Context: an optimization exercise on an open-source flow, tuned for small area. The choices shown serve that exercise and are no tape-out recipe. In this exercise RTL edits were held to simulation tests only and were not proved equivalent to the original. Power is estimated from default activity; no workload was simulated.

**config.mk**
```make
export PLATFORM = sky130hd
export DESIGN_NAME = Tetris
export DESIGN_NICKNAME = Tetris
export VERILOG_FILES = /design/flow/design.v
export SDC_FILE = /design/flow/constraint.sdc
export NUM_CORES = 8
export LEC_CHECK = 0
export CAP_MARGIN = 20
export CELL_PAD_IN_SITES_DETAIL_PLACEMENT = 1
export CELL_PAD_IN_SITES_GLOBAL_PLACEMENT = 2
export CORE_MARGIN = 2
export CORE_UTILIZATION = 20
export PLACE_DENSITY = 0.3
export SLEW_MARGIN = 20
export SYNTH_MEMORY_MAX_BITS = 65536
```
**constraint.sdc**
```tcl
create_clock -name core_clock -period 20.0 [get_ports {Clk_In}]
set_input_delay 4.0000 -clock core_clock [delete_from_list [all_inputs] [get_ports {Clk_In}]]
set_output_delay 4.0000 -clock core_clock [all_outputs]
set_load 0.01 [all_outputs]
```
**design.v**
```verilog
`timescale 1ns / 1ps
module Word(
	output reg	[679:0]	word	,
	input			[5:0]		choose
    );
always @(*) begin
	Word_Choose(choose);
	end
task Word_Choose;
	input	[5:0] d;
	begin
		word = 680'h0;
		case (d)
			0: word = 680'h00000000000000000000000000000000000000000000000000000000000000000000000000000000000000000000000000000000000000000000000000000000000000000000000000000000000000000000000000;
			1: word = 680'h00080000000000000000000000000000000000000000000000000000000000000000000000000000000000000000000000000000000000000000000000100000000000000000000060000000000040000000000000;
			2: word = 680'h001C1800000000600000003000000000070180000000400C00000001000000000000000000000000000000000000000000000000000000000000000000180000000020000000000030000000000060000000600000;
			3: word = 680'h001C0C000000003000000038000030000300E0000040600F00000000C000000000000000000000000000000000000000000000000000000000000000001E000030003800006000001C000000040070000000380000;
			4: word = 680'h00180E000000003800000031FFFFF8000300C0200060300E000C0C00E0000000000000000000000000000000000000000000000000000000000000000038000030001C0001F000001C0000000E00E00000001C0000;
			5: word = 680'h003806000000001C00000030C06000000300C0700030381C000FFE006000000000000000000003000000000000000000000000000000000000000000003F000030001C218FE000000E00001FFE00D00000001C0000;
			6: word = 680'h00300400C000001C000000300060003FFFFFFFF800383818000C1C406020000007F0FC003000FF000030000000000000000001F8801F807FF8000F880071C00030000871F00000000C0000000C01D0000200080020;
			7: word = 680'h007FFFFFE000001800000C300060001C0300C000001C1C18000C18404070000001C030007800070000780000000000000000060F8030C01C0E0038780070E000301FFFF9C00002000C0020000C0188000200000060;
			8: word = 680'h00E00C000002000000600F30006000000300C000001C1830000C18FFFFF0000001C0200078000700007800000000000000000C0380E0701C030060180060780030080080C0000200000070020C038C0003FFFFFFF0;
			9: word = 680'h00E00C000003FFFFFFF00E30006000000300C000001C1820000C10C00040000000E0600030000700003000000000000000001C0180C0301C0380C01800C03C20300101C0C00003FFFFFFF8078C03040006000000E0;
			10:word = 680'h01E00C000002000000780E30006000000300C00002080040100C31C00080000000E04000000007000000000000000000000038018180181C01C1C00C00C01C38300181C0C0000600000070060C0606000600000080;
			11:word = 680'h03600C030006000000C00E30806020000300800002000040300C21C00080000000704000000007000000000000000000000038008380181C01C1800401800C303000C180C00006080600C0060C0603000E00000500;
			12:word = 680'h067FFFFF8006000001800630FFFFF8018000000007FFFFFFF80C200000000000007080000000070000000000000000000000380083801C1C01C38004030000303000E300C0000E06078080060C0C03800E00000E00;
			13:word = 680'h0C600C00000E000001000630C0603000E000020006000000700C400006000000003080000000070000000000000000000000380003000C1C01C38000030000303000E200C0000E07870100061C1801C001FFFFFF00;
			14:word = 680'h08600C00000C000002000630C06030007030078006000000600C403FFF0000000039800030000700003000400000000000003C0003000C1C01C300000700403030004218C0300C0387000006181000F00000700000;
			15:word = 680'h10600C020000000000C00630C0603000313FFF800E000000800C4000000000000039000FF00007000FF007C7C03F9F8000001E0007000E1C01C7000005FFE0303000043CC0780001C70000061820037C0000E00000;
			16:word = 680'h207FFFFF0000000001E00630C0603000323003000E000019000C200000000000001F000070000700007001C8E00F060000001F0007000E1C0387000009807030301FFFFEFFFC000187000006185FFFB00001802000;
			17:word = 680'h00600C00000FFFFFFFF00630C0603010023003001CFFFFF8000C100000000000001E000070000700007001D06007040000000FC007000E1C030700001980603030000C00C18000808700000E188E00000003001800;
			18:word = 680'h00600C000000001800000630C060300C023003000040003C000C180000400000000E000070000700007001E070070C00000003F007000E1C0E0700002180E03030000C00C18000600700000C190000000006001C00;
			19:word = 680'h00600C008000001800000630C06030060430030000000070000C0C0000E00000000E000070000700007001C070039800000000FC07000E1FFC0700000180E03030000C00C18000780600000C1B0000000018000E00;
			20:word = 680'h00600C01C000001800000630C060300704300700000000C0000C0CFFFFF07FFFC00F000070000700007001C0700390000000003F07000E1C000700000180E03030000C00C180003C0600000FFF8100C000F0000700;
			21:word = 680'h007FFFFFE000001800000630C06030038830070000000300000C060630000000000F000070000700007001C07001F0000000000F87000E1C000700000180E03030000C31C180001C06000004032180E0007FFFFF00;
			22:word = 680'h006010000000001800000630C06030030830070000001600000C060630000000000B800070000700007001C07001E0000000000787000E1C000700000180C030300FFFF9C180001C06000000031080E0007E000300;
			23:word = 680'h00601C000000001800000E30C06030001830060000001C00200C0606300000000013800070000700007001C07000E00000000003C7000E1C000700000180C03030000C01818000080E0030000310C0C00000180300;
			24:word = 680'h000018001000001800000E30C06030001030060000001C00700C0606300000000013C00070000700007001C07000F00000000001C3000C1C000700000180C03030000C01818000000E0078000318E1C000001C0000;
			25:word = 680'h000018003800001800000E60C0603000303086003FFFFFFFF80D0E06300000000021C00070000700007001C07000F00000002001C3800C1C00038004018FC03030010D0181801FFFFFFFFC000F1861800000180000;
			26:word = 680'h3FFFFFFFFC00001800000860C060300020307E0018001C00000CFC0E300000000021E00070000700007001C07001380000002001C3801C1C00038004018784203003CC81818000000C000001F60C71800000180600;
			27:word = 680'h0000F9000000001800000060C060300060301C2000001C00000C380C301000000060E00070000700007001C07003380000003001C1801C1C000380080183040030038CE1818000001C00003F060C71000000180F00;
			28:word = 680'h0001D98000000018000000C0C063F007E030081000001C00000C200C301000000040E00070000700007001C070021C0000001001C180181C000180080180040030030C73018000001C000038060C730000FFFFFF80;
			29:word = 680'h000398C000000018000000C0C060E001C030001000001C00000C001C3010000000C0700070000700007001C070041E000000180380C0301C0001C0100180040030060C33018000003B800010060C62000000180000;
			30:word = 680'h0006186000000018000001808060C000C030003000001C00000C0018301000000080700070000700007001C0700C0E0000001C030060701C0000E0300180040030060C320180000070F00000060C02000000180000;
			31:word = 680'h001C1838000000180000018000600000C030003000001C00000C0038301000000180780070000700007001C0701C0F0000001E0E0030C01C0000704001800400300C0C2601800000E03E0000060C06000000180000;
			32:word = 680'h0038181C000000180000030000600000C030003800001C00000C00703010000007E0FE0FFF80FFF80FFF87F1FC7E3FC0000011FC001F807F00001F800180060030080C0C01800001C01F80000E0004000000180000;
			33:word = 680'h00E0180F80000E380000020000600000C038007800001C00000C00E0383800000000000000000000000000000000000000000000000000000000000001800F0070101C08018000038007C0039C0004100000180030;
			34:word = 680'h01801803FC0003F80000040000600000C01FFFF00003FC00000C01801FF800000000000000000000000000000000000000000000000000000000000001FFFE0FF020FC100180000E0003C000FC0008380000180078;
			35:word = 680'h06001800F80000F00000080000600000C00000000000F800000C03001FF0000000000000000000000000000000000000000000000000000000000000007FF803E0003820018000780001C00078FFFFFC1FFFFFFFFC;
			36:word = 680'h18001800300000700000100000600000C000000000007000000C1C00000000000000000000000000000000000000000000000000000000000000000000000000C0003040038003C00000C000200000000000000000;
			37:word = 680'h200010000000004000002000004000000000000000002000000800000000000000000000000000000000000000000000000000000000000000000000000000000000008002001C0000000000000000000000000000;
			38:word = 680'h00000000000000000000000000000000000000000000000000000000000000000000000000000000000000000000000000000000000000000000000000000000000000000000000000000000000000000000000000;
			39:word = 680'h00000000000000000000000000000000000000000000000000000000000000000000000000000000000000000000000000000000000000000000000000000000000000000000000000000000000000000000000000;
			endcase
		end
	endtask
endmodule
`timescale 1ns / 1ps
module Debouncer(
    input 	  		Raw		,
    input 	  		Clk		,
    input 	  		Rst		,
    output wire 	Enabled
    );
reg 			Debouncer		;
reg 			Debouncer_Prev	;
reg [7:0] 	Counter			;
always @ (posedge Clk) begin
	if (Rst) begin
		Counter <= 0;
		Debouncer <= 0;
		Debouncer_Prev <= 0;
		end
	else begin
		if (Counter == 130) begin
			Counter <= 0;
			Debouncer <= Raw;
			end
		else begin
			Counter <= Counter + 1;
			end
		Debouncer_Prev <= Debouncer;
		end
   end
assign Enabled = Debouncer && !Debouncer_Prev;
endmodule
`timescale 1ns / 1ps
module Game_Clock(
    input wire Clk		,
	 input wire	Rst		,
    input wire Pause		,
    output reg Game_Clk
    );
reg [14:0] Counter;
always @ (posedge Clk) begin
	if (Rst) begin
		Counter <= 0;
		Game_Clk <= 0;
		end
	else if (!Pause) begin
		if (Counter == 32500) begin
			Counter <= 0;
			Game_Clk <= 1;
			end
		else begin
			Counter <= Counter + 1;
			Game_Clk <= 0;
			end
		end
	else begin
		Game_Clk <= 0;
		end
  end
endmodule
`timescale 1ns / 1ps
module Cur_Type(
    input		[2:0] 		Type		,
    input 		[3:0] 		Pos_X		,
    input		[4:0] 		Pos_Y		,
    input 		[1:0] 		Cur_Rot	,
    output reg [7:0] 		Cur_1		,
    output reg [7:0] 		Cur_2		,
    output reg [7:0] 		Cur_3		,
    output reg [7:0] 		Cur_4		,
    output reg [2:0] 		Width		,
    output reg [2:0] 		Height
    );
parameter					BLOCKS_WIDE = 14			;
always @ (*) begin
	case (Type)
		3'b000: begin
			Cur_1 = 8'b11111111;
         Cur_2 = 8'b11111111;
         Cur_3 = 8'b11111111;
         Cur_4 = 8'b11111111;
         Width = 0;
         Height = 0;
         end
      3'b001: begin
         if (Cur_Rot == 0 || Cur_Rot == 2) begin
				Cur_1 = (Pos_Y * BLOCKS_WIDE) + Pos_X;
            Cur_2 = ((Pos_Y + 1) * BLOCKS_WIDE) + Pos_X;
            Cur_3 = ((Pos_Y + 2) * BLOCKS_WIDE) + Pos_X;
            Cur_4 = ((Pos_Y + 3) * BLOCKS_WIDE) + Pos_X;
            Width = 1;
            Height = 4;
            end
			else begin
            Cur_1 = (Pos_Y * BLOCKS_WIDE) + Pos_X;
            Cur_2 = (Pos_Y * BLOCKS_WIDE) + Pos_X + 1;
            Cur_3 = (Pos_Y * BLOCKS_WIDE) + Pos_X + 2;
            Cur_4 = (Pos_Y * BLOCKS_WIDE) + Pos_X + 3;
            Width = 4;
            Height = 1;
            end
         end
      3'b010: begin
         Cur_1 = (Pos_Y * BLOCKS_WIDE) + Pos_X;
         Cur_2 = (Pos_Y * BLOCKS_WIDE) + Pos_X + 1;
         Cur_3 = ((Pos_Y + 1) * BLOCKS_WIDE) + Pos_X;
         Cur_4 = ((Pos_Y + 1) * BLOCKS_WIDE) + Pos_X + 1;
         Width = 2;
         Height = 2;
         end
      3'b011: begin
         case (Cur_Rot)
				0: begin
					Cur_1 = (Pos_Y * BLOCKS_WIDE) + Pos_X + 1;
               Cur_2 = ((Pos_Y + 1) * BLOCKS_WIDE) + Pos_X;
               Cur_3 = ((Pos_Y + 1) * BLOCKS_WIDE) + Pos_X + 1;
               Cur_4 = ((Pos_Y + 1) * BLOCKS_WIDE) + Pos_X + 2;
               Width = 3;
               Height = 2;
               end
            1: begin
               Cur_1 = (Pos_Y * BLOCKS_WIDE) + Pos_X;
               Cur_2 = ((Pos_Y + 1) * BLOCKS_WIDE) + Pos_X;
               Cur_3 = ((Pos_Y + 2) * BLOCKS_WIDE) + Pos_X;
               Cur_4 = ((Pos_Y + 1) * BLOCKS_WIDE) + Pos_X + 1;
               Width = 2;
               Height = 3;
               end
            2: begin
               Cur_1 = (Pos_Y * BLOCKS_WIDE) + Pos_X;
               Cur_2 = (Pos_Y * BLOCKS_WIDE) + Pos_X + 1;
               Cur_3 = (Pos_Y * BLOCKS_WIDE) + Pos_X + 2;
               Cur_4 = ((Pos_Y + 1) * BLOCKS_WIDE) + Pos_X + 1;
               Width = 3;
               Height = 2;
               end
            3: begin
               Cur_1 = (Pos_Y * BLOCKS_WIDE) + Pos_X + 1;
               Cur_2 = ((Pos_Y + 1) * BLOCKS_WIDE) + Pos_X + 1;
               Cur_3 = ((Pos_Y + 2) * BLOCKS_WIDE) + Pos_X + 1;
               Cur_4 = ((Pos_Y + 1) * BLOCKS_WIDE) + Pos_X;
               Width = 2;
               Height = 3;
               end
            endcase
         end
		3'b100: begin
			if (Cur_Rot == 0 || Cur_Rot == 2) begin
				Cur_1 = (Pos_Y * BLOCKS_WIDE) + Pos_X + 1;
            Cur_2 = (Pos_Y * BLOCKS_WIDE) + Pos_X + 2;
            Cur_3 = ((Pos_Y + 1) * BLOCKS_WIDE) + Pos_X;
            Cur_4 = ((Pos_Y + 1) * BLOCKS_WIDE) + Pos_X + 1;
            Width = 3;
            Height = 2;
				end
			else begin
            Cur_1 = (Pos_Y * BLOCKS_WIDE) + Pos_X;
            Cur_2 = ((Pos_Y + 1) * BLOCKS_WIDE) + Pos_X;
            Cur_3 = ((Pos_Y + 1) * BLOCKS_WIDE) + Pos_X + 1;
            Cur_4 = ((Pos_Y + 2) * BLOCKS_WIDE) + Pos_X + 1;
            Width = 2;
            Height = 3;
            end
			end
      3'b101: begin
			if (Cur_Rot == 0 || Cur_Rot == 2) begin
				Cur_1 = (Pos_Y * BLOCKS_WIDE) + Pos_X;
            Cur_2 = (Pos_Y * BLOCKS_WIDE) + Pos_X + 1;
            Cur_3 = ((Pos_Y + 1) * BLOCKS_WIDE) + Pos_X + 1;
            Cur_4 = ((Pos_Y + 1) * BLOCKS_WIDE) + Pos_X + 2;
            Width = 3;
            Height = 2;
            end
			else begin
            Cur_1 = (Pos_Y * BLOCKS_WIDE) + Pos_X + 1;
            Cur_2 = ((Pos_Y + 1) * BLOCKS_WIDE) + Pos_X;
            Cur_3 = ((Pos_Y + 2) * BLOCKS_WIDE) + Pos_X;
            Cur_4 = ((Pos_Y + 1) * BLOCKS_WIDE) + Pos_X + 1;
            Width = 2;
            Height = 3;
            end
         end
      3'b110: begin
			case (Cur_Rot)
				0: begin
						Cur_1 = (Pos_Y * BLOCKS_WIDE) + Pos_X + 1;
						Cur_2 = ((Pos_Y + 1) * BLOCKS_WIDE) + Pos_X + 1;
						Cur_3 = ((Pos_Y + 2) * BLOCKS_WIDE) + Pos_X + 1;
						Cur_4 = ((Pos_Y + 2) * BLOCKS_WIDE) + Pos_X;
						Width = 2;
						Height = 3;
						end
            1: begin
						Cur_1 = (Pos_Y * BLOCKS_WIDE) + Pos_X;
						Cur_2 = ((Pos_Y + 1) * BLOCKS_WIDE) + Pos_X;
						Cur_3 = ((Pos_Y + 1) * BLOCKS_WIDE) + Pos_X + 1;
						Cur_4 = ((Pos_Y + 1) * BLOCKS_WIDE) + Pos_X + 2;
						Width = 3;
						Height = 2;
						end
            2: begin
                  Cur_1 = (Pos_Y * BLOCKS_WIDE) + Pos_X;
                  Cur_2 = ((Pos_Y + 1) * BLOCKS_WIDE) + Pos_X;
                  Cur_3 = ((Pos_Y + 2) * BLOCKS_WIDE) + Pos_X;
                  Cur_4 = (Pos_Y * BLOCKS_WIDE) + Pos_X + 1;
                  Width = 2;
                  Height = 3;
                  end
            3: begin
                  Cur_1 = (Pos_Y * BLOCKS_WIDE) + Pos_X;
                  Cur_2 = (Pos_Y * BLOCKS_WIDE) + Pos_X + 1;
                  Cur_3 = (Pos_Y * BLOCKS_WIDE) + Pos_X + 2;
                  Cur_4 = ((Pos_Y + 1) * BLOCKS_WIDE) + Pos_X + 2;
                  Width = 3;
                  Height = 2;
                  end
             endcase
          end
		3'b111: begin
			case (Cur_Rot)
				0: begin
						Cur_1 = (Pos_Y * BLOCKS_WIDE) + Pos_X;
                  Cur_2 = ((Pos_Y + 1) * BLOCKS_WIDE) + Pos_X;
                  Cur_3 = ((Pos_Y + 2) * BLOCKS_WIDE) + Pos_X;
                  Cur_4 = ((Pos_Y + 2) * BLOCKS_WIDE) + Pos_X + 1;
                  Width = 2;
                  Height = 3;
                  end
            1: begin
                  Cur_1 = ((Pos_Y + 1) * BLOCKS_WIDE) + Pos_X;
                  Cur_2 = (Pos_Y * BLOCKS_WIDE) + Pos_X;
                  Cur_3 = (Pos_Y * BLOCKS_WIDE) + Pos_X + 1;
                  Cur_4 = (Pos_Y * BLOCKS_WIDE) + Pos_X + 2;
                  Width = 3;
                  Height = 2;
                  end
            2: begin
                  Cur_1 = (Pos_Y * BLOCKS_WIDE) + Pos_X + 1;
                  Cur_2 = ((Pos_Y + 1) * BLOCKS_WIDE) + Pos_X + 1;
                  Cur_3 = ((Pos_Y + 2) * BLOCKS_WIDE) + Pos_X + 1;
                  Cur_4 = (Pos_Y * BLOCKS_WIDE) + Pos_X;
                  Width = 2;
                  Height = 3;
                  end
            3: begin
                  Cur_1 = ((Pos_Y + 1) * BLOCKS_WIDE) + Pos_X;
                  Cur_2 = ((Pos_Y + 1) * BLOCKS_WIDE) + Pos_X + 1;
                  Cur_3 = ((Pos_Y + 1) * BLOCKS_WIDE) + Pos_X + 2;
                  Cur_4 = (Pos_Y * BLOCKS_WIDE) + Pos_X + 2;
                  Width = 3;
                  Height = 2;
                  end
					endcase
				end
			endcase
		end
endmodule
`timescale 1ns / 1ps
module Cur_Control(
	 input					Clk			,
    input 	            Rst			,
    input	            Game_Clk		,
    input 	            Left_en		,
    input 	            Right_en		,
    input 	            Rotate_en	,
    input 	            Down_en		,
	 input 		[7:0] 	Cur_1			,
	 input 		[7:0] 	Cur_2			,
	 input 		[7:0] 	Cur_3			,
	 input 		[7:0] 	Cur_4			,
	 input 		[2:0] 	Cur_Width	,
	 input 		[2:0] 	Cur_Height	,
	 output reg	[251:0] 	Game			,
	 output reg  [3:0] 	Pos_X			,
    output reg  [4:0] 	Pos_Y			,
	 output reg 	[1:0]   	Cur_Rot		,
	 output reg	[2:0]		Type
    );
reg 		[2:0] 	Random				;
always @ (posedge Clk) begin
	if (Rst) begin
		Random <= 1;
		end
	else if (Random == 7) begin
		Random <= 1;
      end
	else begin
      Random <= Random + 1;
      end
   end
reg		[3:0]		Test_Pos_X			;
reg		[4:0]		Test_Pos_Y			;
reg		[1:0] 	Test_Cur_Rot		;
reg		[31:0]	New_Cur				;
reg 		[2:0] 	New_Width			;
reg		[2:0] 	New_Height			;
reg					Over					;
reg		[251:0]	g						;
reg		[255:0]	gx						;
reg		[3:0]		px						;
reg		[4:0]		py						;
reg		[1:0]		rot					;
reg		[2:0]		typ					;
always @ (posedge Clk) begin
	g = Game;
	px = Pos_X;
	py = Pos_Y;
	rot = Cur_Rot;
	typ = Type;
	if(Rst) begin
		px = 6;
		py = 0;
		rot = 0;
		g = 0;
		typ = 0;
		end
	else begin
		if(&g[251:238]) begin
			g = {g[237:0],14'b0};
			end
		if(&g[237:224]) begin
			g = {g[251:238],g[223:0],14'b0};
			end
		if(&g[223:210]) begin
			g = {g[251:224],g[209:0],14'b0};
			end
		if(&g[209:196]) begin
			g = {g[251:210],g[195:0],14'b0};
			end
		if(&g[195:182]) begin
			g = {g[251:196],g[181:0],14'b0};
			end
		if(&g[181:168]) begin
			g = {g[251:182],g[167:0],14'b0};
			end
		if(&g[167:154]) begin
			g = {g[251:168],g[153:0],14'b0};
			end
		if(&g[153:140]) begin
			g = {g[251:154],g[139:0],14'b0};
			end
		if(&g[139:126]) begin
			g = {g[251:140],g[125:0],14'b0};
			end
		if(&g[125: 112]) begin
			g = {g[251:126],g[111:0],14'b0};
			end
		if(&g[111: 98]) begin
			g = {g[251:112],g[97:0],14'b0};
			end
		if(&g[97 : 84]) begin
			g = {g[251:98],g[83:0],14'b0};
			end
		if(&g[83:70]) begin
			g = {g[251:84],g[69:0],14'b0};
			end
		if(&g[69:56]) begin
			g = {g[251:70],g[55:0],14'b0};
			end
		if(&g[55:42]) begin
			g = {g[251:56],g[41:0],14'b0};
			end
		if(&g[41:28]) begin
			g = {g[251:42],g[27:0],14'b0};
			end
		if(&g[27:14]) begin
			g = {g[251:28],g[13:0],14'b0};
			end
		if(&g[13:0]) begin
			g = {g[251:14],14'b0};
			end
		Over = |g[13:0];
		gx = {4'b0000, g};
		if(Over) begin
			g = { 14'b011111_11_111110,
						14'b000000_00_000000, 
						14'b000000_00_000000, 
						14'b011001_00_111110, 
						14'b000101_00_000010, 
						14'b001111_00_011110, 
						14'b010001_00_000010, 
						14'b001111_00_111110, 
						14'b000000_00_000000, 
						14'b000000_00_000000, 
						14'b000100_00_011100, 
						14'b001010_00_100010, 
						14'b001010_00_100010, 
						14'b010001_00_100010, 
						14'b010001_00_011100, 
						14'b000000_00_000000, 
						14'b000000_00_000000, 
						14'b011111_11_111110	 
						};
			typ = 0;
			end
		else begin
			if(Game_Clk || Down_en) begin
				Test_Pos_X = px;
				Test_Pos_Y = py + 1;
				Test_Cur_Rot = rot;
				Test_Cur(Test_Pos_X, Test_Pos_Y, Test_Cur_Rot, typ);
				if(py + New_Height < 18 &&
						!(gx[New_Cur[7:0]] || gx[New_Cur[15:8]] ||
							gx[New_Cur[23:16]]|| gx[New_Cur[31:24]])) begin
					py = Test_Pos_Y;
					end
				else begin
					g[Cur_1] = 1;
					g[Cur_2] = 1;
					g[Cur_3] = 1;
					g[Cur_4] = 1;
					typ = Random;
					px = 6;
					py = 0;
					rot = 0;
					end
				end
			else if (Left_en) begin
				Test_Pos_X = px - 1;
				Test_Pos_Y = py;
				Test_Cur_Rot = rot;
				Test_Cur(Test_Pos_X, Test_Pos_Y, Test_Cur_Rot, typ);
				if(px > 0 &&
						!(gx[New_Cur[7:0]] || gx[New_Cur[15:8]] ||
							gx[New_Cur[23:16]]|| gx[New_Cur[31:24]])) begin
					px = Test_Pos_X;
					end
				end
			else if (Right_en) begin
				Test_Pos_X = px + 1;
				Test_Pos_Y = py;
				Test_Cur_Rot = rot;
				Test_Cur(Test_Pos_X, Test_Pos_Y, Test_Cur_Rot, typ);
				if(px + New_Width < 14 &&
						!(gx[New_Cur[7:0]] || gx[New_Cur[15:8]] ||
							gx[New_Cur[23:16]]|| gx[New_Cur[31:24]])) begin
					px = Test_Pos_X;
					end
				end
			else if (Rotate_en) begin
				Test_Pos_X = px;
				Test_Pos_Y = py;
				Test_Cur_Rot = rot + 1;
				Test_Cur(Test_Pos_X, Test_Pos_Y, Test_Cur_Rot, typ);
				if (px + New_Width <= 14 &&
						py + New_Height <= 18 &&
							 !(gx[New_Cur[7:0]] || gx[New_Cur[15:8]] ||
									gx[New_Cur[23:16]]|| gx[New_Cur[31:24]])) begin
					rot = Test_Cur_Rot;
					end
				end
			end
		end
	Game <= g;
	Pos_X <= px;
	Pos_Y <= py;
	Cur_Rot <= rot;
	Type <= typ;
   end
task	Test_Cur;														 
	input 	[3:0] 	Test_Pos_X			;
   input	   [4:0] 	Test_Pos_Y			;
	input		[1:0]		Test_Cur_Rot		;
	input		[2:0]		Test_Type			;
   begin
		case (Test_Type)
		3'b000: begin
			New_Cur[7:0] = 8'b11111111;
         New_Cur[15:8] = 8'b11111111;
         New_Cur[23:16] = 8'b11111111;
         New_Cur[31:24] = 8'b11111111;
         New_Width = 0;
         New_Height = 0;
			end
      3'b001: begin
         if (Test_Cur_Rot == 0 || Test_Cur_Rot == 2) begin
				New_Cur[7:0] = (Test_Pos_Y * 14) + Test_Pos_X;
            New_Cur[15:8] = ((Test_Pos_Y + 1) * 14) + Test_Pos_X;
            New_Cur[23:16] = ((Test_Pos_Y + 2) * 14) + Test_Pos_X;
            New_Cur[31:24] = ((Test_Pos_Y + 3) * 14) + Test_Pos_X;
            New_Width = 1;
            New_Height = 4;
            end
			else begin
            New_Cur[7:0] = (Test_Pos_Y * 14) + Test_Pos_X;
            New_Cur[15:8] = (Test_Pos_Y * 14) + Test_Pos_X + 1;
            New_Cur[23:16] = (Test_Pos_Y * 14) + Test_Pos_X + 2;
            New_Cur[31:24] = (Test_Pos_Y * 14) + Test_Pos_X + 3;
            New_Width = 4;
            New_Height = 1;
            end
         end
      3'b010: begin
         New_Cur[7:0] = (Test_Pos_Y * 14) + Test_Pos_X;
         New_Cur[15:8] = (Test_Pos_Y * 14) + Test_Pos_X + 1;
         New_Cur[23:16] = ((Test_Pos_Y + 1) * 14) + Test_Pos_X;
         New_Cur[31:24] = ((Test_Pos_Y + 1) * 14) + Test_Pos_X + 1;
         New_Width = 2;
         New_Height = 2;
         end
      3'b011: begin
         case (Test_Cur_Rot)
				0: begin
					New_Cur[7:0] = (Test_Pos_Y * 14) + Test_Pos_X + 1;
               New_Cur[15:8] = ((Test_Pos_Y + 1) * 14) + Test_Pos_X;
               New_Cur[23:16] = ((Test_Pos_Y + 1) * 14) + Test_Pos_X + 1;
               New_Cur[31:24] = ((Test_Pos_Y + 1) * 14) + Test_Pos_X + 2;
               New_Width = 3;
               New_Height = 2;
               end
            1: begin
               New_Cur[7:0] = (Test_Pos_Y * 14) + Test_Pos_X;
               New_Cur[15:8] = ((Test_Pos_Y + 1) * 14) + Test_Pos_X;
               New_Cur[23:16] = ((Test_Pos_Y + 2) * 14) + Test_Pos_X;
               New_Cur[31:24] = ((Test_Pos_Y + 1) * 14) + Test_Pos_X + 1;
               New_Width = 2;
               New_Height = 3;
               end
            2: begin
               New_Cur[7:0] = (Test_Pos_Y * 14) + Test_Pos_X;
               New_Cur[15:8] = (Test_Pos_Y * 14) + Test_Pos_X + 1;
               New_Cur[23:16] = (Test_Pos_Y * 14) + Test_Pos_X + 2;
               New_Cur[31:24] = ((Test_Pos_Y + 1) * 14) + Test_Pos_X + 1;
               New_Width = 3;
               New_Height = 2;
               end
            3: begin
               New_Cur[7:0] = (Test_Pos_Y * 14) + Test_Pos_X + 1;
               New_Cur[15:8] = ((Test_Pos_Y + 1) * 14) + Test_Pos_X + 1;
               New_Cur[23:16] = ((Test_Pos_Y + 2) * 14) + Test_Pos_X + 1;
               New_Cur[31:24] = ((Test_Pos_Y + 1) * 14) + Test_Pos_X;
               New_Width = 2;
               New_Height = 3;
               end
            endcase
         end
		3'b100: begin
			if (Test_Cur_Rot == 0 || Test_Cur_Rot == 2) begin
				New_Cur[7:0] = (Test_Pos_Y * 14) + Test_Pos_X + 1;
            New_Cur[15:8] = (Test_Pos_Y * 14) + Test_Pos_X + 2;
            New_Cur[23:16] = ((Test_Pos_Y + 1) * 14) + Test_Pos_X;
            New_Cur[31:24] = ((Test_Pos_Y + 1) * 14) + Test_Pos_X + 1;
            New_Width = 3;
            New_Height = 2;
				end
			else begin
            New_Cur[7:0] = (Test_Pos_Y * 14) + Test_Pos_X;
            New_Cur[15:8] = ((Test_Pos_Y + 1) * 14) + Test_Pos_X;
            New_Cur[23:16] = ((Test_Pos_Y + 1) * 14) + Test_Pos_X + 1;
            New_Cur[31:24] = ((Test_Pos_Y + 2) * 14) + Test_Pos_X + 1;
            New_Width = 2;
            New_Height = 3;
            end
			end
      3'b101: begin
			if (Test_Cur_Rot == 0 || Test_Cur_Rot == 2) begin
				New_Cur[7:0] = (Test_Pos_Y * 14) + Test_Pos_X;
            New_Cur[15:8] = (Test_Pos_Y * 14) + Test_Pos_X + 1;
            New_Cur[23:16] = ((Test_Pos_Y + 1) * 14) + Test_Pos_X + 1;
            New_Cur[31:24] = ((Test_Pos_Y + 1) * 14) + Test_Pos_X + 2;
            New_Width = 3;
            New_Height = 2;
            end
			else begin
            New_Cur[7:0] = (Test_Pos_Y * 14) + Test_Pos_X + 1;
            New_Cur[15:8] = ((Test_Pos_Y + 1) * 14) + Test_Pos_X;
            New_Cur[23:16] = ((Test_Pos_Y + 2) * 14) + Test_Pos_X;
            New_Cur[31:24] = ((Test_Pos_Y + 1) * 14) + Test_Pos_X + 1;
            New_Width = 2;
            New_Height = 3;
            end
         end
      3'b110: begin			 
			case (Test_Cur_Rot)
				0: begin
						New_Cur[7:0] = (Test_Pos_Y * 14) + Test_Pos_X + 1;
						New_Cur[15:8] = ((Test_Pos_Y + 1) * 14) + Test_Pos_X + 1;
						New_Cur[23:16] = ((Test_Pos_Y + 2) * 14) + Test_Pos_X + 1;
						New_Cur[31:24] = ((Test_Pos_Y + 2) * 14) + Test_Pos_X;
						New_Width = 2;
						New_Height = 3;
						end
            1: begin
						New_Cur[7:0] = (Test_Pos_Y * 14) + Test_Pos_X;
						New_Cur[15:8] = ((Test_Pos_Y + 1) * 14) + Test_Pos_X;
						New_Cur[23:16] = ((Test_Pos_Y + 1) * 14) + Test_Pos_X + 1;
						New_Cur[31:24] = ((Test_Pos_Y + 1) * 14) + Test_Pos_X + 2;
						New_Width = 3;
						New_Height = 2;
						end
            2: begin
                  New_Cur[7:0] = (Test_Pos_Y * 14) + Test_Pos_X;
                  New_Cur[15:8] = ((Test_Pos_Y + 1) * 14) + Test_Pos_X;
                  New_Cur[23:16] = ((Test_Pos_Y + 2) * 14) + Test_Pos_X;
                  New_Cur[31:24] = (Test_Pos_Y * 14) + Test_Pos_X + 1;
                  New_Width = 2;
                  New_Height = 3;
                  end
            3: begin
                  New_Cur[7:0] = (Test_Pos_Y * 14) + Test_Pos_X;
                  New_Cur[15:8] = (Test_Pos_Y * 14) + Test_Pos_X + 1;
                  New_Cur[23:16] = (Test_Pos_Y * 14) + Test_Pos_X + 2;
                  New_Cur[31:24] = ((Test_Pos_Y + 1) * 14) + Test_Pos_X + 2;
                  New_Width = 3;
                  New_Height = 2;
                  end
             endcase
          end
		3'b111: begin
			case (Test_Cur_Rot)
				0: begin
						New_Cur[7:0] = (Test_Pos_Y * 14) + Test_Pos_X;
                  New_Cur[15:8] = ((Test_Pos_Y + 1) * 14) + Test_Pos_X;
                  New_Cur[23:16] = ((Test_Pos_Y + 2) * 14) + Test_Pos_X;
                  New_Cur[31:24] = ((Test_Pos_Y + 2) * 14) + Test_Pos_X + 1;
                  New_Width = 2;
                  New_Height = 3;
                  end
            1: begin
                  New_Cur[7:0] = ((Test_Pos_Y + 1) * 14) + Test_Pos_X;
                  New_Cur[15:8] = (Test_Pos_Y * 14) + Test_Pos_X;
                  New_Cur[23:16] = (Test_Pos_Y * 14) + Test_Pos_X + 1;
                  New_Cur[31:24] = (Test_Pos_Y * 14) + Test_Pos_X + 2;
                  New_Width = 3;
                  New_Height = 2;
                  end
            2: begin
                  New_Cur[7:0] = (Test_Pos_Y * 14) + Test_Pos_X + 1;
                  New_Cur[15:8] = ((Test_Pos_Y + 1) * 14) + Test_Pos_X + 1;
                  New_Cur[23:16] = ((Test_Pos_Y + 2) * 14) + Test_Pos_X + 1;
                  New_Cur[31:24] = (Test_Pos_Y * 14) + Test_Pos_X;
                  New_Width = 2;
                  New_Height = 3;
                  end
            3: begin
                  New_Cur[7:0] = ((Test_Pos_Y + 1) * 14) + Test_Pos_X;
                  New_Cur[15:8] = ((Test_Pos_Y + 1) * 14) + Test_Pos_X + 1;
                  New_Cur[23:16] = ((Test_Pos_Y + 1) * 14) + Test_Pos_X + 2;
                  New_Cur[31:24] = (Test_Pos_Y * 14) + Test_Pos_X + 2;
                  New_Width = 3;
                  New_Height = 2;
                  end
					endcase
				end
			endcase
      end
	endtask
endmodule
`timescale 1ns / 1ps
module Vga_Display(
    input 		                  Clk		,
    input 		                  Rst		,
    input [2:0]               	Type		,
    input [7:0]    					Cur_1		,
    input [7:0]               	Cur_2		,
    input [7:0]               	Cur_3		,
    input [7:0]               	Cur_4		,
    input [251:0]						Game		,
    output reg [7:0]             RGB		,
    output wire                  Hsync		,
    output wire                  Vsync
    );
reg [10:0] H_Cnt;
reg [9:0] V_Cnt;
parameter 		WINDOW_WIDTH = 1024;
parameter 		WINDOW_HEIGHT = 768;
parameter 		HSYNC_PULSE_WIDTH = 136;
parameter 		HSYNC_BACK_PORCH = 160;
parameter 		HSYNC_FRONT_PORCH = 24;
parameter 		VSYNC_PULSE_WIDTH = 6;
parameter 		VSYNC_BACK_PORCH = 29;
parameter 		VSYNC_FRONT_PORCH = 3;
parameter		GREEN  = 8'b00_111_000;
parameter		WHITE  = 8'b11_111_111;
parameter		BLACK  = 8'b00_000_000;
parameter		BROWN  = 8'b01_000_010;
parameter		YELLOW = 8'b10_111_111;
parameter		PINK   = 8'b10_001_111;
parameter		BULE   = 8'b11_110_000;
parameter		RED    = 8'b00_000_111;
parameter		GREY   = 8'b11_101_101;
parameter		ORANGE = 8'b00_101_111;
parameter		D_BLUE = 8'b11_000_000;
parameter		BLOCK  = 8'b00_101_111;
parameter		BLOCK_X_SIZE = 32;
parameter		BLOCK_Y_SIZE = 40;
parameter		BLOCKS_WIDE  = 14;
parameter		BLOCKS_HIGH  = 18;
parameter		BOARD_WIDTH  = (BLOCKS_WIDE * BLOCK_X_SIZE);
parameter		BOARD_HEIGHT = (BLOCKS_HIGH * BLOCK_Y_SIZE);
parameter		BOARD_X = (((WINDOW_WIDTH - BOARD_WIDTH) / 2) - 1);
parameter		BOARD_Y = (((WINDOW_HEIGHT - BOARD_HEIGHT) / 2) - 1);
parameter		H_BACK  = HSYNC_PULSE_WIDTH + HSYNC_BACK_PORCH;
parameter		V_BACK  = VSYNC_PULSE_WIDTH + VSYNC_BACK_PORCH;
parameter		H_TOTAL = H_BACK + WINDOW_WIDTH + HSYNC_FRONT_PORCH;
parameter		V_TOTAL = V_BACK + WINDOW_HEIGHT + VSYNC_FRONT_PORCH;
assign Hsync = ~(H_Cnt >= (WINDOW_WIDTH + HSYNC_FRONT_PORCH) &&
                     H_Cnt < (WINDOW_WIDTH + HSYNC_FRONT_PORCH + HSYNC_PULSE_WIDTH));
assign Vsync = ~(V_Cnt >= (WINDOW_HEIGHT + VSYNC_FRONT_PORCH) &&
                     V_Cnt < (WINDOW_HEIGHT + VSYNC_FRONT_PORCH + VSYNC_PULSE_WIDTH));
wire [9:0] Cur_Index = ((H_Cnt-BOARD_X)/BLOCK_X_SIZE) +
							(((V_Cnt-BOARD_Y)/BLOCK_Y_SIZE)*BLOCKS_WIDE);
wire		[679:0]	word_ji;
Word	ji		(	.word(word_ji)				,
					.choose(V_Cnt-25)
					);
reg [7:0] Pix;
always @ (posedge Clk) begin
	if (H_Cnt >= BOARD_X && V_Cnt >= BOARD_Y &&
			H_Cnt <= BOARD_X + BOARD_WIDTH && V_Cnt <= BOARD_Y + BOARD_HEIGHT) begin
		if (H_Cnt == BOARD_X || H_Cnt == BOARD_X + BOARD_WIDTH ||
				V_Cnt == BOARD_Y || V_Cnt == BOARD_Y + BOARD_HEIGHT) begin
			Pix = WHITE;
			end
		else begin
			if (Cur_Index == Cur_1 ||
					Cur_Index == Cur_2 ||
						Cur_Index == Cur_3 ||
							Cur_Index == Cur_4) begin
				case (Type)
					3'b000: Pix = BLOCK;
               3'b001: Pix = BROWN;
               3'b010: Pix = PINK;
               3'b011: Pix = BULE;
               3'b100: Pix = RED;
               3'b101: Pix = GREEN;
               3'b110: Pix = D_BLUE;
               3'b111: Pix = GREEN;
               endcase
				end
			else begin
				if(Game[Cur_Index] == 1) begin
					Pix = ORANGE;
					end
				else begin
					Pix = GREY;
					end
				end
			end
		if((H_Cnt-BOARD_X)%BLOCK_X_SIZE == 0 ||
				(V_Cnt-BOARD_Y)%BLOCK_Y_SIZE == 0) begin
			Pix = WHITE;
			end
		end
	else begin
      Pix = BLACK;
		end
	if(H_Cnt >= 172 && H_Cnt <= 679+172 &&
			V_Cnt >= 25 && V_Cnt <= 39+25 ) begin
		if(word_ji[679 - H_Cnt + 172] == 1) begin
			Pix = RED;
			end
		end
	RGB <= Pix;
   end
always@(posedge Clk)begin
   if (Rst) begin
      H_Cnt<=11'b0;
      end
   else if (H_Cnt==H_TOTAL-1) begin
      H_Cnt<=11'b0;
      end
   else begin
      H_Cnt<=H_Cnt+1'b1;
      end
   end
always@(posedge Clk)begin
   if (Rst) begin
      V_Cnt<=10'b0;
      end
   else if(H_Cnt==H_TOTAL-1) begin
      if(V_Cnt==V_TOTAL-1) begin
			V_Cnt<=10'b0;
         end
      else begin
         V_Cnt<=V_Cnt+1'b1;
         end
      end
	else begin
      V_Cnt<=V_Cnt;
      end
   end
endmodule
`timescale 1ns / 1ps
module Tetris(
    input wire        		Clk_In	,
    input wire        		Rotate	,
    input wire        		Left		,
    input wire        		Right		,
    input wire        		Down		,
    input wire        		Pause		,
    input wire        		Rst		,
    output wire [7:0] 		RGB		,
    output wire       		Hsync		,
    output wire       		Vsync
    );
wire		 	Clk	= Clk_In;
wire 		Rotate_En		;
wire 		Left_En			;
wire 		Right_En			;
wire 		Down_En			;
wire 		Count				;
Debouncer De_Rotate (.Raw(Rotate)			,
						   .Rst(Rst)				,
						   .Clk(Clk)				,
						   .Enabled(Rotate_En)
								);
Debouncer De_Left   (.Raw(Left)				,
						   .Rst(Rst)				,
					      .Clk(Clk)				,
					      .Enabled(Left_En)
								);
Debouncer De_Right  (.Raw(Right)				,
						   .Rst(Rst)				,
						   .Clk(Clk)				,
							.Enabled(Right_En)
								);
Debouncer De_Down  ( .Raw(Down)				,
						   .Rst(Rst)				,
						   .Clk(Clk)				,
						   .Enabled(Down_En)
								);
wire [7:0] 		Cur_1			;
wire [7:0] 		Cur_2			;
wire [7:0] 		Cur_3			;
wire [7:0] 		Cur_4			;
wire [2:0] 		Cur_Width	;
wire [2:0] 		Cur_Height	;
wire [3:0] 		Pos_X			;
wire [4:0] 		Pos_Y			;
wire [1:0] 		Cur_Rot		;
wire [2:0] 		Type			;
wire [251:0]	Game;
Cur_Type	   c1 ( .Type(Type)			,
					  .Pos_X(Pos_X)		,
					  .Pos_Y(Pos_Y)		,
					  .Cur_Rot(Cur_Rot)	,
					  .Cur_1(Cur_1)		,
					  .Cur_2(Cur_2)		,
					  .Cur_3(Cur_3)		,
					  .Cur_4(Cur_4)		,
					  .Width(Cur_Width)	,
					  .Height(Cur_Height)
						);
wire 		 Game_Clk	;
Game_Clock 	g1  (.Clk(Clk)				,
					  .Pause(Pause)		,
					  .Rst(Rst)				,
					  .Game_Clk(Game_Clk)
						);
Cur_Control c2 (.Game_Clk(Game_Clk)				,
					 .Clk(Clk)							,
					 .Rst(Rst)							,
					 .Left_en(Left_En)				,
					 .Right_en(Right_En)				,
					 .Rotate_en(Rotate_En)			,
					 .Down_en(Down_En)				,
					 .Cur_1(Cur_1)						,
					 .Cur_2(Cur_2)						,
					 .Cur_3(Cur_3)						,
					 .Cur_4(Cur_4)						,
					 .Cur_Rot(Cur_Rot)				,
					 .Pos_X(Pos_X)						,
					 .Game(Game)						,
					 .Pos_Y(Pos_Y)						,
					 .Type(Type)
						);
Vga_Display d1 ( .Clk(Clk)				,
					  .Rst(Rst)			,
					  .Type(Type)			,
					  .Cur_1(Cur_1)		,
					  .Cur_2(Cur_2)		,
					  .Cur_3(Cur_3)		,
					  .Cur_4(Cur_4)		,
					  .Game(Game)			,
					  .RGB(RGB)				,
					  .Hsync(Hsync)		,
					  .Vsync(Vsync)
						);
endmodule
```
**run.sh**
```bash
#!/bin/bash
# synth_recipe.tcl (not shown) runs the flow's synth.tcl, then flattens the netlist and writes it again
# the make line also repeats each setting of config.mk as NAME=value (left out here)
make -C /OpenROAD-flow-scripts/flow DESIGN_CONFIG=/design/flow/config.mk WORK_HOME=/design/flow/orfs CLKGATE_MAP_FILE= SYNTH_SCRIPT=/design/flow/synth_recipe.tcl finish
```
==> impl_metrics.csv <==
group,metric,value,unit
status,run_status,"complete, no violations",
global_routing,grt_max_degree,152,
setup_path,arrival,20200,ps
pwr,ir_drop,0.0511,mV
clocking,htreeDepth,2,
pwr,areal_power_density_over_the_cells,17.5,mW/mm²
pwr,leakage,48.0,nW
sta,timing.slew.headroom,9.93,%
floorplan,die_h,797,µm
final_layout,final_common_cell,"nand2_1",
setup_path,worst_path_most_repeated_cell,"buf_4",
final_layout,utilization,22.9,%
setup_path,number_of_cells_traversed_by_the_worst_register_to_register_path,49,
sta,finClkSkew,83.3,ps
detailed_routing,detailed_route_wire_length,1350,mm
final_layout,area_growth_syn_to_layout,14.2,%
sta,fmax,0.0513,GHz
clocking,cts-hold-fix-buffers,0,
clocking,max-clock-path-buffers,3,
detailed_routing,dr_wl_cell,48.2,µm
pwr,power,0.00252,W
global_routing,grt_antenna_before_repair,213,
clocking,worstSkewPairLatency,780,ps
place,numPlacedInstances,27900,
setup_path,critPathCaptureType,"flip-flop",
setup_path,r2r_path_end,"c2.Cur_Rot[0]",
sta,min_period_over_period,97.5,%
final_layout,layout-drive-gt1-share,13.0,%
clocking,cts_inserted_buffers,50,
detailed_routing,dr.pass1.iters,7,
place,dpl.hpwl,1020,mm
floorplan,io_pins,17,
global_routing,grt_pass1_vias,173000,
place,io_buffer_count,16,
setup_path,timing.rr.start,"c2.Game[240]",
clocking,tritoncts,"yes",
setup_path,critical_path_s_largest_stage_delay,970,ps
synthesis,ys_seq_elements,360,
job,max_cap_viol_count,0,
setup_path,crit_path_start,"c2.Game[240]",
setup_path,r2r_slack,490,ps
floorplan,floorplan.die.width,797,µm
global_routing,grt_pass1_wl,1760,mm
detailed_routing,remaining_antenna_violation_count_after_routing,0,
sta,tightest_slew,1350,ps
synthesis,synth_flop_type,"dfxtp_1",
final_layout,layout.nets,19800,
setup_path,cp_endpoint,"c2.Cur_Rot[0]",
synthesis,post_synthesis_cell_area,0.126,mm²
setup_path,worst_path_max_delay_cell,"or4_2",
detailed_routing,drt_iter0_drc,22900,
sta,final-hold-violation-count,0,
setup_path,worstSetupPathType,"reg -> reg",
floorplan,placeable_core_region,0.627,mm²
sta,grt_setup_unrepaired,"false",
clocking,worst_setup_hold_path_clk_slew,80,ps
setup_path,critical_path.startpoint_type,"flip-flop",
detailed_routing,vias,181000,
detailed_routing,drc,0,
setup_path,cp_max_fo,41,
place,globalplace.congestion,0.995,
setup_path,worstPathRequired,20690,ps
floorplan,start_util,20.0,%
synthesis,ys_warn_count,7,
synthesis,mappedNetlistNets,20600,
synthesis,synthesis.instances,20400,
synthesis,async_flop_share,0,%
sta,post-route-min-period,19510,ps
floorplan,row_count,291,
clocking,cts.sink_count,360,
sta,final-max-slew-violation-count,0,
synthesis,synth_cell_type_count,129,
hold_path,class_of_the_tightest_hold_or_removal_check,"reg -> reg",
floorplan,floorplan.die_area,0.634,mm²
clocking,clockRootBuffer,"clkbuf_16",
synthesis,synth_edf_count,0,
detailed_routing,avgViaCountPerCell,6.47,
sta,report.final.setup_viol,0,
final_layout,mostFrequentLayoutCells,"nand2_1 (2611), nor2_1 (2485), a21oi_1 (2277)",
synthesis,synth_sequential_area_ratio,5.74,%
global_routing,groute.usage.overall,40.4,%
synthesis,synth.avg_cell_area,6.16,µm²
final_layout,stdcell_count,28000,
global_routing,grt_overflow,0,
Yosys cell counts, types with 60 or more instances:
cell / count / area, µm²
a211oi_1: 644 / 4830
a221oi_1: 294 / 2570
o22ai_1: 229 / 1430
nand4_1: 140 / 876
nor4_1: 112 / 701
a2111oi_0: 69 / 604
a311oi_1: 79 / 692
ha_1: 200 / 2500
mux2i_1: 1048 / 10500
a22o_1: 182 / 1590
xnor2_1: 353 / 3090
a21o_1: 89 / 668
buf_1: 338 / 1270
nand2b_1: 83 / 519
nor3_1: 416 / 2080
and3_1: 159 / 995
a22oi_1: 231 / 1730
and2_1: 146 / 913
dfxtp_1: 360 / 7210
a221o_1: 91 / 911
o31ai_1: 73 / 548
o221ai_1: 222 / 1940
or3_1: 120 / 751
mux2_2: 215 / 2420
o22a_1: 60 / 526
o21ai_1: 60 / 300
a31oi_1: 281 / 1760
buf_2: 131 / 656
nor2_1: 2540 / 9530
nand2_1: 2637 / 9900
nand3_1: 492 / 2460
clkbuf_1: 1758 / 6600
o311ai_0: 104 / 911
a21oi_1: 2328 / 11700
o211ai_1: 635 / 4770
o21ai_0: 1887 / 9440
nor2b_1: 72 / 450
inv_1: 237 / 890
mux4_2: 183 / 4120
xor2_1: 171 / 1500
worst max-delay path, delay by kind of cell, from the launching register on:
kind / cells / cell delay [ps]
DFF: 1 / 400
muxes: 2 / 950
and+or+nand+nor: 20 / 9140
buffers and inverters: 8 / 2050
AOI/OAI and AO/OA: 19 / 6780
sequential cells by signal (all words and copies together) (netlist names), named ones only:
| name | flops |
|---|---|
| De_Right.Debouncer_Prev | 1 |
| d1.V_Cnt | 10 |
| De_Right.Counter | 8 |
| g1.Counter | 15 |
| De_Down.Counter | 8 |
| d1.RGB | 7 |
| c2.Pos_X | 4 |
| De_Rotate.Debouncer | 1 |
| De_Left.Debouncer | 1 |
| c2.Type | 3 |
| c2.Cur_Rot | 2 |
| De_Right.Debouncer | 1 |
| c2.Game | 252 |
| De_Left.Counter | 8 |
| De_Down.Debouncer_Prev | 1 |
| c2.Pos_Y | 5 |
| De_Left.Debouncer_Prev | 1 |
| De_Down.Debouncer | 1 |
| De_Rotate.Debouncer_Prev | 1 |
| d1.H_Cnt | 11 |
| De_Rotate.Counter | 8 |
| c2.Random | 3 |
| g1.Game_Clk | 1 |
logic make-up after synthesis:
group	count (synthesis)	share of synthesized area (%)
compound gates	8129	41.6
xor+xnor	524	3.65
fa+ha+maj	253	2.82
buf+inv	2530	7.88
flops	360	5.74
mux	1454	13.7
other cells	1	0.00299
simple gates	7133	24.6
per-stage QoR:
stage                     instance area (µm²)  hold slack [ps]  setup TNS (ps)  worst slack [ps]
after CTS                              143000              471               0              51.8
after global routing                   143000              490               0              11.9
after detailed placement               141000              456           -1540              -122
after global placement                 141000              447               0               107
final                                  143000              459               0               492
after floorplan                        126000              402               0              6420
power breakdown:
part	internal, W	total, W	switching [W]
Combinational	0.000173	0.000719	0.000546
Clock	0.000591	0.00103	0.000442
Sequential	0.000729	0.000764	0.0000345
Total	0.00149	0.00252	0.00102
layer usage:
layer / GRT usage (%) / share of wire (%) / vias to the layer above
met3: 6.95 / 7.3 / 1991
met1: 55.1 / 44 / 95300
met5: 0 / 0.037 / -
met4: 19.4 / 5.7 / 74
met2: 61.6 / 43 / 9271
li1: - / - / 74600
how the worst min path moves through the flow:
stage / start / endpoint / cells past startpoint
5_1_grt: flip-flop / d1.RGB[3] / 1
6_report: flip-flop / d1.RGB[5] / 1
2_1_floorplan: c2.Random[0] / c2.Random[0] / 1
3_3_place_gp: flip-flop / d1.RGB[5] / 1
4_1_cts: flip-flop / d1.RGB[5] / 1
3_5_place_dp: flip-flop / d1.RGB[5] / 1
timing repair:
| item | 4_1_cts | 5_1_grt |
|---|---|---|
| gates resized for setup | 1 | 6 |
| gates cloned | 0 | 1 |
| buffers inserted | 0 | 8 |
| setup endpoints to repair | 93 | 273 |
| pin swaps | 0 | 3 |
cell type report:
cell class              instances  area (µm²)
clock inverters                23         332
flip-flops and latches        360        7250
repair buffers               1425       11300
inverters                     257         980
clock buffers                  68        1480
multi-input cells           17500      112000
diodes                         60         150
well taps                    8350       10400
fillers                     77400      484000

## afterwards: timing with drivers on the ports
In the flow no input, the clock included, has a driving cell. The finished layout below was timed again as built, in two steps.
Step 1, drivers: a clkbuf_16 drives Clk_In and a buf_2 each remaining input, both assumed.
Step 2 also shifts input and output timing later by t, the mid clock arrival at the registers, as if the neighbouring blocks saw the same clock.
Slacks: ideal ports / drivers / drivers and shift; pairs: ideal ports / drivers.
shift t [ns]: 0.863
slack for setup (ns): 0.492 / 0.492 / 0.492
cell pins on the clock port's net: 1
After both steps this run still meets setup and hold. The setup slack of this run moves by 0.000 ns with the drivers and by 0.000 ns with both steps.
